From an optimization exercise on the open Yosys and OpenROAD flow, aimed at small area and a short achievable clock period; shortcuts taken in it are not production practice. At most, simulation tests tie the RTL to the original design; equivalence was not proved. Power and IR drop assume default switching activity.

// alu
module alu(
           clk,
           rst_n,
           src1,
           src2,
           ALU_control,
           result,
           zero,
           cout,
           overflow
           );
input           clk;
input           rst_n;
input  [32-1:0] src1;
input  [32-1:0] src2;
input   [4-1:0] ALU_control;
output [32-1:0] result;
output          zero;
output          cout;
output          overflow;
  wire is_and = (ALU_control == 4'b0000);
  wire is_or  = (ALU_control == 4'b0001);
  wire is_add = (ALU_control == 4'b0010);
  wire is_sub = (ALU_control == 4'b0110);
  wire is_slt = (ALU_control == 4'b0111);
  wire is_nor = (ALU_control == 4'b1100);
  wire arith  = is_add | is_sub;
  wire        inv = ALU_control[2];
  wire [31:0] b   = src2 ^ {32{inv}};
  wire [31:0] p   = src1 ^ b;
  wire [31:0] g   = src1 & b;
  wire [31:0] g0 = {g[31:1], g[0] | (p[0] & inv)};
  wire [31:0] p0 = p;
  wire G0_1 = g0[1] | (p0[1] & g0[0]);
  wire G0_3 = g0[3] | (p0[3] & g0[2]);
  wire P0_3 = p0[3] & p0[2];
  wire G0_5 = g0[5] | (p0[5] & g0[4]);
  wire P0_5 = p0[5] & p0[4];
  wire G0_7 = g0[7] | (p0[7] & g0[6]);
  wire P0_7 = p0[7] & p0[6];
  wire G0_9 = g0[9] | (p0[9] & g0[8]);
  wire P0_9 = p0[9] & p0[8];
  wire G0_11 = g0[11] | (p0[11] & g0[10]);
  wire P0_11 = p0[11] & p0[10];
  wire G0_13 = g0[13] | (p0[13] & g0[12]);
  wire P0_13 = p0[13] & p0[12];
  wire G0_15 = g0[15] | (p0[15] & g0[14]);
  wire P0_15 = p0[15] & p0[14];
  wire G0_17 = g0[17] | (p0[17] & g0[16]);
  wire P0_17 = p0[17] & p0[16];
  wire G0_19 = g0[19] | (p0[19] & g0[18]);
  wire P0_19 = p0[19] & p0[18];
  wire G0_21 = g0[21] | (p0[21] & g0[20]);
  wire P0_21 = p0[21] & p0[20];
  wire G0_23 = g0[23] | (p0[23] & g0[22]);
  wire P0_23 = p0[23] & p0[22];
  wire G0_25 = g0[25] | (p0[25] & g0[24]);
  wire P0_25 = p0[25] & p0[24];
  wire G0_27 = g0[27] | (p0[27] & g0[26]);
  wire P0_27 = p0[27] & p0[26];
  wire G0_29 = g0[29] | (p0[29] & g0[28]);
  wire P0_29 = p0[29] & p0[28];
  ...
For scale: ~410 cells after synthesis, ~110 I/O pins, ~3700 um^2 of cells after synthesis.
Settings: LEC_CHECK=0, CAP_MARGIN=20, CORE_MARGIN=2, CORE_UTILIZATION=60, SLEW_MARGIN=20; clock period 11.0 ns.
standard.sh (not shown) runs the stock make flow with config.mk's settings and CLKGATE_MAP_FILE= SYNTH_SCRIPT=/design/flow/synth_recipe.tcl, a recipe that flattens the netlist after the stock synthesis.
==> flow/flow/run.sh <==
#!/bin/bash
set -euo pipefail
export BUFFER_PORTS_ARGS="-buffer_cell sky130_fd_sc_hd__buf_1"
export SETUP_SLACK_MARGIN=6

bash standard.sh > standard_flow.log 2>&1
Rerun with:
==> flow/flow/run.sh (replaced) <==
#!/bin/bash
# Layout flow: the standard layout, with two changes.
# 1. Synthesis is the standard synthesis (synth_recipe.tcl, so -nofsm -noshare,
#    flatten and the same renames) except that Yosys does not extract full and
#    half adder cells, and ABC maps the logic with flow/abc.script instead of
#    the ORFS speed script. The registers are the standard synthesis's.
# 2. The port buffers are the small plain buffer instead of the default
#    delay-buffer cell, and the resizer's setup repair aims for a slack margin.
# Each tool's output goes to a log of its own in the work folder.
set -euo pipefail
here=$(pwd)
{ head -n 1 synth_recipe.tcl
  cat <<'EOT'
# ABC with this flow's own script
proc abc {args} {
  set i [lsearch -exact $args -script]
  if {$i >= 0} { lset args [expr {$i + 1}] $::env(OWN_ABC_SCRIPT) }
  yosys abc {*}$args
}
EOT
  tail -n +2 synth_recipe.tcl
} > own_synth.tcl
sed -e "s#SYNTH_SCRIPT=[^ ]*#SYNTH_SCRIPT=$here/own_synth.tcl ADDER_MAP_FILE=#" standard.sh > own_synth.sh
export OWN_ABC_SCRIPT=$here/flow/abc.script
bash own_synth.sh synth > synth.log 2>&1
export BUFFER_PORTS_ARGS="-buffer_cell sky130_fd_sc_hd__buf_1"
export SETUP_SLACK_MARGIN=6
bash standard.sh > layout.log 2>&1
==> flow/flow/abc.script (new file) <==
strash
&get -n
&st
&dch -f
&nf -R 1000
&dch -f
&nf -R 1000
&put
topo
buffer -c
upsize -c
dnsize -c
stime -c
Synthesized cell count increases by 12%.
Utilization decreases by 4.1 points.
Clock-buffer cell count increases by 2.
Worst setup slack improves by 250 ps.
Sequential cell count stays the same.
Non-clock buffer count decreases by 14.
Sequential share of layout area increases by 2.3 points.
Global-route usage increases by 0.56 points.
Power decreases by about 14%.
Sequential power is about the same.
Rerun with:
--- a/flow/flow/run.sh
+++ b/flow/flow/run.sh
@@ -26,3 +26,3 @@
 export BUFFER_PORTS_ARGS="-buffer_cell sky130_fd_sc_hd__buf_1"
-export SETUP_SLACK_MARGIN=6
+export SETUP_SLACK_MARGIN=6.25
 bash standard.sh > layout.log 2>&1
=> Sequential share of layout area drops by 0.25 points; power rose by 1.1%; worst setup slack gains 120 ps; global-route usage is about the same; wire length is higher by 3.3%; via count climbs by 2.1%; utilization increases by 0.89 points; worst hold slack stays flat.
No functional check of the RTL was part of any run of this note.

========
Another version of the RTL of alu (not shown whole).
For scale: ~440 cells after synthesis, about 34 flip-flops, ~110 I/O pins.
export LEC_CHECK = 0
export CAP_MARGIN = 20
export CORE_MARGIN = 2
export CORE_UTILIZATION = 60
export CTS_BUF_LIST = sky130_fd_sc_hd__clkbuf_4
export SLEW_MARGIN = 20
create_clock -name core_clock -period 11.0 [get_ports {clk}]
==> flow/flow/run.sh <==
#!/bin/bash
# Layout flow: the standard layout, with two changes.
# 1. Synthesis is the standard synthesis (synth_recipe.tcl, so -nofsm -noshare,
#    flatten and the same renames) except that Yosys does not extract full and
#    half adder cells, and ABC maps the logic with flow/abc.script instead of
#    the ORFS speed script. The registers are the standard synthesis's.
# 2. The port buffers are the small plain buffer instead of the default
#    delay-buffer cell, and the resizer's setup repair aims for a slack margin.
# Each tool's output goes to a log of its own in the work folder.
set -euo pipefail
here=$(pwd)
{ head -n 1 synth_recipe.tcl
  cat <<'EOT'
# ABC with this flow's own script
proc abc {args} {
  set i [lsearch -exact $args -script]
  if {$i >= 0} { lset args [expr {$i + 1}] $::env(OWN_ABC_SCRIPT) }
  yosys abc {*}$args
}
EOT
  tail -n +2 synth_recipe.tcl
} > own_synth.tcl
sed -e "s#SYNTH_SCRIPT=[^ ]*#SYNTH_SCRIPT=$here/own_synth.tcl ADDER_MAP_FILE=#" standard.sh > own_synth.sh
export OWN_ABC_SCRIPT=$here/flow/abc.script
bash own_synth.sh synth > synth.log 2>&1
export BUFFER_PORTS_ARGS="-buffer_cell sky130_fd_sc_hd__buf_1"
MARGINS=(6.25 6.5 6.25)
export SETUP_SLACK_MARGIN=${MARGINS[0]}
bash standard.sh place > layout_place.log 2>&1
export SETUP_SLACK_MARGIN=${MARGINS[1]}
bash standard.sh cts > layout_cts.log 2>&1
export SETUP_SLACK_MARGIN=${MARGINS[2]}
bash standard.sh > layout.log 2>&1
==> flow/flow/abc.script <==
strash
&get -n
&st
&dch -f
&nf -R 1000
&dch -f
&nf -R 1000
&put
topo
buffer -c
upsize -c
dnsize -c
stime -c
The first run passed the timing, design-rule and antenna checks.
Edit:
--- a/flow/flow/run.sh
+++ b/flow/flow/run.sh
@@ -26,3 +26,3 @@
 export BUFFER_PORTS_ARGS="-buffer_cell sky130_fd_sc_hd__buf_1"
-MARGINS=(6.25 6.5 6.25)
+MARGINS=(6.25 6.25 6.5)
 export SETUP_SLACK_MARGIN=${MARGINS[0]}
Result: The changed run completed without violations. First-iteration DRC count drops by 1.3%. Cell count goes up by 1.6%. Cell area is higher by 6.0%. Total power goes up by 4.7%. Critical path depth went up by 1.
Edit:
--- a/flow/flow/run.sh
+++ b/flow/flow/run.sh
@@ -26,8 +26,3 @@
 export BUFFER_PORTS_ARGS="-buffer_cell sky130_fd_sc_hd__buf_1"
-MARGINS=(6.25 6.25 6.5)
-export SETUP_SLACK_MARGIN=${MARGINS[0]}
-bash standard.sh place > layout_place.log 2>&1
-export SETUP_SLACK_MARGIN=${MARGINS[1]}
-bash standard.sh cts > layout_cts.log 2>&1
-export SETUP_SLACK_MARGIN=${MARGINS[2]}
+export SETUP_SLACK_MARGIN=6.25
 bash standard.sh > layout.log 2>&1
Settings changed: CORE_UTILIZATION 60 to 50.
The new run finished clean.
Sequential cell count is unchanged.
Design area came out lower by 5.0%.
Area after synthesis stays the same.
Worst setup slack got worse by 0.086 ns.
Utilization came out lower by 14 points.
First-iteration DRC count came out lower by 31%.
Worst hold slack improved by 0.033 ns.
Die area came out higher by 19%.
Final cell count came out higher by 1.6%.
Global-route usage came out lower by 3.2 points.
Combinational power came out lower by about 9%.

-- port drivers added, routing unchanged --
In the flow no input, the clock included, has a driving cell. The finished layouts below were timed again as built, in two steps. Step 1 sets driving cells, clkbuf_16 on the clock port and buf_2 on the other inputs (assumed; they add their load-dependent delay and slew). Step 2 adds t to the input delays and takes it off the output delays; t is the mean of the earliest and latest rising clock arrival at the registers after step 1. Input paths then give back, and output paths get back, about the clock's delay inside the block. a / b / c = no drivers / after step 1 / after step 2; a / b = the first two.
run	t (ns)	setup slack, ns	worst register clock-pin slew, ns
the first run of note 1	0.324	6.000 / 5.982 / 5.659	0.08 / 0.08
the second run of note 1	0.321	6.249 / 6.253 / 5.932	0.08 / 0.08
the third run of note 1	0.322	6.373 / 6.380 / 6.058	0.08 / 0.08
the first run of note 2	0.361	6.533 / 6.534 / 6.173	0.11 / 0.11
the second run of note 2	0.363	6.586 / 6.587 / 6.223	0.12 / 0.12
the third run of note 2	0.364	6.501 / 6.504 / 6.139	0.12 / 0.12
After both steps every run listed still meets setup and hold. For the second run of note 2, which loses most, drivers alone change the setup slack by +0.001 ns; drivers and shift together by -0.363 ns.
